This is an optimization exercise on Yosys and OpenROAD, whose aim is small area, a short achievable clock period and few clock cycles per item, not a production implementation. RTL that was checked went through simulation tests only; none was proved equivalent to the original.

Setup of job 8423:
==> flow/design.v <==
module UT_TOP (
    clk,
    rst_n,
    in_valid,
    in_time,
    out_valid,
    out_display,
    out_day
);
input        clk, rst_n, in_valid;
input [30:0] in_time;
output reg       out_valid;
output reg [3:0] out_display;
output reg [2:0] out_day;
reg [9:0]  R;      
reg [21:0] L;      
reg [10:0] R2;     
reg [7:0]  B;      
reg [3:0]  C2;     
reg [2:0]  W;      
reg        y20;    
reg        jf;     
reg        busy;
reg [4:0]  k;      
function ge11;       
    input [10:0] t;
    input [10:0] K;
    reg   [15:0] g, e;
    integer i, w;
    begin
        for (i = 0; i < 16; i = i + 1) begin
            g[i] = (i < 11) ? (t[i] & ~K[i]) : 1'b0;
            e[i] = (i < 11) ? ~(t[i] ^ K[i]) : 1'b1;
        end
        for (w = 1; w < 16; w = w * 2)
            for (i = 0; i < 16; i = i + 2 * w) begin
                g[i] = g[i + w] | (e[i + w] & g[i]);
                e[i] = e[i + w] & e[i];
            end
        ge11 = g[0] | e[0];
    end
endfunction
function ge24;       
    input [23:0] t;
    input [23:0] K;
    reg   [31:0] g, e;
    integer i, w;
    begin
        for (i = 0; i < 32; i = i + 1) begin
            g[i] = (i < 24) ? (t[i] & ~K[i]) : 1'b0;
            e[i] = (i < 24) ? ~(t[i] ^ K[i]) : 1'b1;
        end
        for (w = 1; w < 32; w = w * 2)
            for (i = 0; i < 32; i = i + 2 * w) begin
                g[i] = g[i + w] | (e[i + w] & g[i]);
                e[i] = e[i + w] & e[i];
            end
        ge24 = g[0] | e[0];
    end
endfunction
function [3:0] dd;
    input [3:0] d;      
    begin
        dd[0] = (~d[3] & ~d[2] & d[0]) | (d[2] & d[1] & ~d[0]) | (d[3] & ~d[0]);
        dd[1] = (~d[2] & d[1]) | (d[1] & d[0]) | (d[3] & ~d[0]);
        dd[2] = (d[2] & ~d[1] & ~d[0]) | (d[3] & d[0]);
        dd[3] = (d[2] & d[0]) | (d[2] & d[1]) | (d[3]);
    end
endfunction
function [3:0] inc10;
    input [3:0] d;      
    begin
        inc10[0] = (~d[0]);
        inc10[1] = (~d[3] & ~d[1] & d[0]) | (d[1] & ~d[0]);
        inc10[2] = (~d[2] & d[1] & d[0]) | (d[2] & ~d[1]) | (d[2] & ~d[0]);
        inc10[3] = (d[2] & d[1] & d[0]) | (d[3] & ~d[0]);
    end
endfunction
function [2:0] w4;
    input [2:0] w;      
    input       a, b;
    begin
        w4[0] = (~w[2] & ~w[1] & ~w[0] & b) | (~w[1] & w[0] & a & ~b) | (~w[2] & w[1] & ~w[0] & ~b) | (w[1] & w[0] & b) | (~w[1] & ~w[0] & ~a & b) | (w[2] & w[0] & ~b) | (w[2] & w[1] & a & b) | (w[2] & w[1] & ~a & ~b);
        w4[1] = (~w[2] & ~w[1] & ~w[0] & ~a) | (~w[2] & ~w[1] & ~a & ~b) | (~w[2] & w[0] & a & b) | (~w[2] & ~w[0] & ~a & ~b) | (~w[2] & w[1] & a & b) | (w[1] & w[0] & a) | (w[2] & ~w[1] & a & ~b) | (w[2] & w[0] & ~a & b) | (w[2] & w[1] & ~a & b);
        w4[2] = (~w[2] & ~w[0] & a) | (~w[2] & ~w[1] & w[0] & ~a & ~b) | (w[2] & ~w[0] & ~a) | (w[2] & w[0] & a & b) | (w[1] & ~w[0] & ~a & b) | (~w[1] & ~w[0] & a & ~b);
    end
endfunction
function [2:0] w1;
    input [2:0] w;      
    input       a;
    begin
        w1[0] = (~w[2] & ~w[1] & ~a) | (~w[2] & w[1] & a) | (w[2] & ~w[1] & ~w[0] & a) | (w[2] & w[1] & ~a);
        w1[1] = (~w[2] & ~w[1] & ~w[0] & ~a) | (~w[2] & w[0] & a) | (w[1] & w[0]) | (w[2] & w[0] & ~a) | (w[2] & w[1] & a);
        w1[2] = (~w[2] & ~w[1] & a) | (w[2] & ~w[1] & ~w[0]) | (~w[1] & w[0] & ~a);
    end
endfunction
reg  pm0, pm1, h0, n0, h1, n1, mon;           
wire k1  = (k == 5'd1);
wire k8  = (k == 5'd8);
wire k9  = (k == 5'd9);
wire k10 = (k == 5'd10);
wire k11 = (k == 5'd11);
wire [4:0] kn = busy ? k + 5'd1 : 5'd1;       
always @(posedge clk) begin
    pm0 <= (kn <= 5'd8);                                      
    pm1 <= (kn <= 5'd7);                                      
    h0  <= (kn == 5'd9) || (kn == 5'd10);                     
    h1  <= (kn == 5'd8) || (kn == 5'd9) || (kn == 5'd10);     
    n0  <= (kn >= 5'd11) && (kn <= 5'd13);                    
    n1  <= (kn >= 5'd11) && (kn <= 5'd13);
    mon <= (kn == 5'd10) || (kn == 5'd11);                    
end
function [10:0] rstep;
    input [10:0] t;
    input [10:0] kk;
    reg   [11:0] g, p;    
    reg   [11:0] b;       
    integer i, lvl, j;
    reg   [11:0] G, P;
    begin
        for (i = 0; i < 11; i = i + 1) begin
            g[i] = ~t[i] & kk[i];
            p[i] = ~(t[i] ^ kk[i]);
        end
        g[11] = 1'b0; p[11] = 1'b0;
        G = g; P = p;
        for (lvl = 1; lvl < 16; lvl = lvl * 2)
            for (i = 0; i < 11; i = i + 1)
                if ((i / lvl) % 2 == 1) begin
                    j = (i / lvl) * lvl - 1;
                    G[i] = G[i] | (P[i] & G[j]);
                    P[i] = P[i] & P[j];
                end
        b[0] = 1'b0;
        for (i = 1; i < 12; i = i + 1) b[i] = G[i - 1];
        rstep[10] = ~b[11];
        for (i = 0; i < 10; i = i + 1)
            rstep[i] = t[i] ^ (rstep[10] & (kk[i] ^ b[i]));
    end
endfunction
function [10:0] step;    
    input [10:0] t;
    input        m, h, n;
    begin
        step = rstep(t, ({11{m}} & 11'd675) | ({11{h}} & 11'd900) | ({11{n}} & 11'd960));
    end
endfunction
wire [10:0] s0 = step({R, L[21]}, pm0, h0, n0);
wire [10:0] s1 = step({s0[9:0], L[20]}, pm1, h1, n1);
wire        q0 = s0[10];
wire        q1 = s1[10];
function [11:0] rstep2;
    input [11:0] t;
    input [11:0] kk;
    reg   [12:0] g, p;    
    reg   [12:0] b;       
    integer i, lvl, j;
    reg   [12:0] G, P;
    begin
        for (i = 0; i < 12; i = i + 1) begin
            g[i] = ~t[i] & kk[i];
            p[i] = ~(t[i] ^ kk[i]);
        end
        g[12] = 1'b0; p[12] = 1'b0;
        G = g; P = p;
        for (lvl = 1; lvl < 16; lvl = lvl * 2)
            for (i = 0; i < 12; i = i + 1)
                if ((i / lvl) % 2 == 1) begin
                    j = (i / lvl) * lvl - 1;
                    G[i] = G[i] | (P[i] & G[j]);
                    P[i] = P[i] & P[j];
                end
        b[0] = 1'b0;
        for (i = 1; i < 13; i = i + 1) b[i] = G[i - 1];
        rstep2[11] = ~b[12];
        for (i = 0; i < 11; i = i + 1)
            rstep2[i] = t[i] ^ (rstep2[11] & (kk[i] ^ b[i]));
    end
endfunction
function [11:0] step2;   
    input [11:0] t;
    input        mo;
    begin
        step2 = rstep2(t, mo ? 12'd1958 : 12'd1461);
    end
endfunction
wire        b0  = k1 ? 1'b0 : (pm0 && !k9) ? L[0] : (k9 || k10);
wire        b1  = pm0 ? q0 : k9;
wire [10:0] r2i = k10 ? {R2[10:2], 2'b01} : R2;
wire [11:0] u0  = step2({r2i, b0}, mon);
wire [11:0] u1  = step2({u0[10:0], b1}, mon);
wire [7:0] bb0 = {dd(B[7:4]), dd(B[3:0])};
wire [7:0] bb1 = {bb0[6:0], u0[11]};
wire [7:0] bb2 = {dd(bb1[7:4]), dd(bb1[3:0])};
wire [7:0] bb3 = {bb2[6:0], u1[11]};
wire [2:0] w2 = k8 ? w1(W, q0) : w4(W, q0, q1);
always @(posedge clk) begin
    if (!busy) begin
        R  <= {1'b0, in_time[30:22]};
        L  <= in_time[21:0];
        R2 <= 11'd1304;
        B  <= 8'h09;
        W  <= 3'd4;
    end else begin
        if (pm0 || h0 || n0) begin
            R <= s1[9:0];
            L <= {L[19:0], q0, q1};
        end
        if (pm0 || k9 || mon) begin
            R2 <= u1[10:0];
            if (!mon) B <= bb3;
        end
        if (pm0) W <= w2;
        if (mon) C2 <= {C2[1:0], u0[11], u1[11]};
        if (k1) y20 <= ge24({R[8:0], L[21:7]}, 24'd7395975);
        if (k10) jf <= ge11(R2, 11'd1224);
    end
end
always @(posedge clk or negedge rst_n) begin
    if (!rst_n) begin
        busy <= 1'b0;
        k    <= 5'd0;
    end else if (in_valid) begin
        busy <= 1'b1;
        k    <= 5'd1;
    end else if (busy) begin
        k    <= k + 5'd1;
        if (k == 5'd21) busy <= 1'b0;
    end
end
wire       jfc = k10 ? ge11(R2, 11'd1224) : jf;
wire       yc  = jfc && (B[3:0] == 4'd9);
wire [3:0] yt  = yc ? inc10(B[7:4]) : B[7:4];
wire [3:0] yo  = jfc ? inc10(B[3:0]) : B[3:0];
function [4:0] mbcd;
    input [3:0] m;      
    begin
        mbcd[0] = (~m[0]);
        mbcd[1] = (~m[3] & ~m[1] & ~m[0]) | (~m[2] & m[1] & m[0]) | (m[3] & m[0]);
        mbcd[2] = (~m[3] & ~m[2] & m[0]) | (~m[3] & ~m[2] & m[1]) | (m[2] & ~m[1] & ~m[0]);
        mbcd[3] = (m[2] & ~m[1] & m[0]) | (m[2] & m[1] & ~m[0]);
        mbcd[4] = (m[2] & m[1] & m[0]) | (m[3] & ~m[1]);
    end
endfunction
wire [4:0] mb = mbcd(C2);
wire       mt = mb[4];
wire [3:0] mo = mb[3:0];
reg [5:0] fld;
always @(*) begin
    if (k[4:1] == 4'd7)      fld = {1'b0, R2[10:6]};    
    else if (k[4:1] == 4'd8) fld = {1'b0, L[10:6]};     
    else if (k[4:1] == 4'd9) fld = L[5:0];              
    else                     fld = R[9:4];              
end
wire [3:0] dA   = dd({1'b0, fld[5:3]});
wire [3:0] dB   = dd({dA[2:0], fld[2]});
wire [3:0] dC   = dd({dB[2:0], fld[1]});
wire [6:0] fb   = {dA[3], dB[3], dC[3], dC[2:0], fld[0]};
wire       dinc = (k[4:1] == 4'd7);                      
wire [3:0] fo   = dinc ? inc10(fb[3:0]) : fb[3:0];
wire       tp1  = dinc && (fb[3:0] == 4'd9);            
wire [2:0] ft   = !tp1 ? fb[6:4] : (fb[5:4] == 2'd0) ? 3'd1 : (fb[5:4] == 2'd1) ? 3'd2 : 3'd3;
reg [3:0] digit;
always @(*) begin
    case (k)
        5'd8:    digit = y20 ? 4'd2 : 4'd1;
        5'd9:    digit = y20 ? 4'd0 : 4'd9;
        5'd10:   digit = yt;
        5'd11:   digit = yo;
        5'd12:   digit = {3'b000, mt};
        5'd13:   digit = mo;
        default: digit = k[0] ? fo : {1'b0, ft};
    endcase
end
wire [2:0] wday   = k8 ? w2 : W;
wire       outing = busy && (k >= 5'd8);
always @(posedge clk or negedge rst_n) begin
    if (!rst_n) begin
        out_valid   <= 1'b0;
        out_display <= 4'd0;
        out_day     <= 3'd0;
    end else if (outing) begin
        out_valid   <= 1'b1;
        out_display <= digit;
        out_day     <= wday;
    end else begin
        out_valid   <= 1'b0;
        out_display <= 4'd0;
        out_day     <= 3'd0;
    end
end
endmodule
Settings: LEC_CHECK=0, ABC_AREA=1, CAP_MARGIN=20, CORE_MARGIN=2, CORE_UTILIZATION=40, SLEW_MARGIN=20; clock period 15.0 ns.
standard.sh (not shown) runs the stock make flow with config.mk's settings and CLKGATE_MAP_FILE= SYNTH_SCRIPT=/design/flow/synth_recipe.tcl, a recipe that flattens the netlist after the stock synthesis.
==> flow/flow/run.sh <==
#!/bin/bash
# The standard layout, with timing repair aiming at 11.0 ns of setup slack
# instead of 0, and the port buffers made with buf_1 cells; the clock and the
# constraints stay the design's.
set -o pipefail
bash standard.sh SETUP_SLACK_MARGIN=11.0 "BUFFER_PORTS_ARGS=-buffer_cell sky130_fd_sc_hd__buf_1" finish > standard.log 2>&1
Testbench counts of job 8423, summed over its fixed seeds: cycles 55,200, items 2,400.
Setup changes, job 8423 to job 1477
-- flow/design.v --
<<< job 8423, line 77
    end
endfunction
function [2:0] w4;
    input [2:0] w;      
>>> job 1477, line 77
    end
endfunction
function [5:0] bq_lo;
    input [3:0] o;      
    input       a, b;
    begin
        bq_lo[0] = (b);
        bq_lo[1] = (~o[3] & ~o[2] & ~o[1] & a) | (~o[2] & o[1] & o[0] & ~a) | (o[2] & ~o[1] & ~o[0] & ~a) | (o[2] & o[1] & ~o[0] & a) | (o[3] & ~a) | (o[2] & ~o[1] & o[0] & a);
        bq_lo[2] = (o[2] & ~o[0] & ~a) | (o[2] & o[1] & ~o[0]) | (o[3] & ~o[0] & a) | (~o[2] & ~o[1] & o[0] & ~a) | (~o[3] & ~o[2] & o[0] & a);
        bq_lo[3] = (~o[2] & o[1] & ~o[0] & ~a) | (o[2] & ~o[1] & ~o[0] & a) | (o[2] & o[1] & o[0] & ~a) | (o[3] & o[0] & a);
        bq_lo[4] = (~o[2] & o[1] & a) | (~o[2] & o[1] & o[0]) | (o[2] & ~o[1] & ~o[0]) | (o[1] & o[0] & a) | (o[3]);
        bq_lo[5] = (o[2] & o[0]) | (o[2] & o[1]) | (o[3]);
    end
endfunction
function [3:0] bq_hi;
    input [3:0] t;      
    input [1:0] c;
    begin
        bq_hi[0] = (c[0]);
        bq_hi[1] = (~t[3] & ~t[2] & ~t[1] & c[1]) | (~t[2] & t[1] & t[0] & ~c[1]) | (t[2] & ~t[1] & ~t[0] & ~c[1]) | (t[2] & t[1] & ~t[0] & c[1]) | (t[3] & ~c[1]) | (t[2] & ~t[1] & t[0] & c[1]);
        bq_hi[2] = (t[2] & ~t[0] & ~c[1]) | (t[2] & t[1] & ~t[0]) | (t[3] & ~t[0] & c[1]) | (~t[2] & ~t[1] & t[0] & ~c[1]) | (~t[3] & ~t[2] & t[0] & c[1]);
        bq_hi[3] = (~t[2] & t[1] & ~t[0] & ~c[1]) | (t[2] & ~t[1] & ~t[0] & c[1]) | (t[2] & t[1] & t[0] & ~c[1]) | (t[3] & t[0] & c[1]);
    end
endfunction
function [2:0] w4;
    input [2:0] w;      
<<< job 8423, line 95
    end
endfunction
reg  pm0, pm1, h0, n0, h1, n1, mon;           
wire k1  = (k == 5'd1);
wire k8  = (k == 5'd8);
>>> job 1477, line 117
    end
endfunction
reg  pm0, pm1, h0, h1, n, mon;                
wire k1  = (k == 5'd1);
wire k8  = (k == 5'd8);
<<< job 8423, line 107
    h0  <= (kn == 5'd9) || (kn == 5'd10);                     
    h1  <= (kn == 5'd8) || (kn == 5'd9) || (kn == 5'd10);     
    n0  <= (kn >= 5'd11) && (kn <= 5'd13);                    
    n1  <= (kn >= 5'd11) && (kn <= 5'd13);
    mon <= (kn == 5'd10) || (kn == 5'd11);                    
end
>>> job 1477, line 129
    h0  <= (kn == 5'd9) || (kn == 5'd10);                     
    h1  <= (kn == 5'd8) || (kn == 5'd9) || (kn == 5'd10);     
    n   <= (kn >= 5'd11) && (kn <= 5'd13);                    
    mon <= (kn == 5'd10) || (kn == 5'd11);                    
end
<<< job 8423, line 146
    end
endfunction
wire [10:0] s0 = step({R, L[21]}, pm0, h0, n0);
wire [10:0] s1 = step({s0[9:0], L[20]}, pm1, h1, n1);
wire        q0 = s0[10];
wire        q1 = s1[10];
>>> job 1477, line 167
    end
endfunction
wire [10:0] s0 = step({R, L[21]}, pm0, h0, n);
wire [10:0] s1 = step({s0[9:0], L[20]}, pm1, h1, n);
wire        q0 = s0[10];
wire        q1 = s1[10];
<<< job 8423, line 190
wire [11:0] u0  = step2({r2i, b0}, mon);
wire [11:0] u1  = step2({u0[10:0], b1}, mon);
wire [7:0] bb0 = {dd(B[7:4]), dd(B[3:0])};
wire [7:0] bb1 = {bb0[6:0], u0[11]};
wire [7:0] bb2 = {dd(bb1[7:4]), dd(bb1[3:0])};
wire [7:0] bb3 = {bb2[6:0], u1[11]};
wire [2:0] w2 = k8 ? w1(W, q0) : w4(W, q0, q1);
always @(posedge clk) begin
>>> job 1477, line 211
wire [11:0] u0  = step2({r2i, b0}, mon);
wire [11:0] u1  = step2({u0[10:0], b1}, mon);
wire [5:0] blo = bq_lo(B[3:0], u0[11], u1[11]);
wire [7:0] bb3 = {bq_hi(B[7:4], blo[5:4]), blo[3:0]};
wire [2:0] w2 = k8 ? w1(W, q0) : w4(W, q0, q1);
always @(posedge clk) begin
<<< job 8423, line 203
        W  <= 3'd4;
    end else begin
        if (pm0 || h0 || n0) begin
            R <= s1[9:0];
            L <= {L[19:0], q0, q1};
>>> job 1477, line 222
        W  <= 3'd4;
    end else begin
        if (pm0 || h0 || n) begin
            R <= s1[9:0];
            L <= {L[19:0], q0, q1};
Results
- Diff job 8423 -> job 1477: critical path depth rose 28.
- Die area in job 1477 is 2.0% higher than in job 8423
- Status: fraction of the cycle the final worst path needs parity (job 1477, job 8423)
- Looking at launch point of the worst path, the n result is from job 1477; the out_day[2] one comes from job 8423.
- Diff job 8423 -> job 1477: sum of routed wire length over all layers +about 4.5%, cell count rose 11.
No functional check of the RTL was part of job 1477.

==> afterwards: timing with drivers on the ports <==
The flow's constraints put no driver on any port. The routed layouts listed below were extracted and timed again, unchanged, in two steps. Step 1 assumes that a clkbuf_16 drives the clock port and a buf_2 every other input. Step 2 also shifts input and output timing later by t, the mid clock arrival at the registers, as if the neighbouring blocks saw the same clock. Three values: ideal ports, drivers, drivers and shift; two values: the first two.
| run | t, ns | setup WS [ns] | worst setup path at the end | clock arrival spread, ns | worst slew at a driven data input, ns |
|---|---|---|---|---|---|
| job 8423 | 0.387 | 11.162 / 11.119 / 11.198 | register to register | 0.009 / 0.009 | 0.04 |
| job 1477 | 0.392 | 11.160 / 11.117 / 11.160 | register to register | 0.009 / 0.009 | 0.05 |
After both steps every run listed still meets setup and hold.
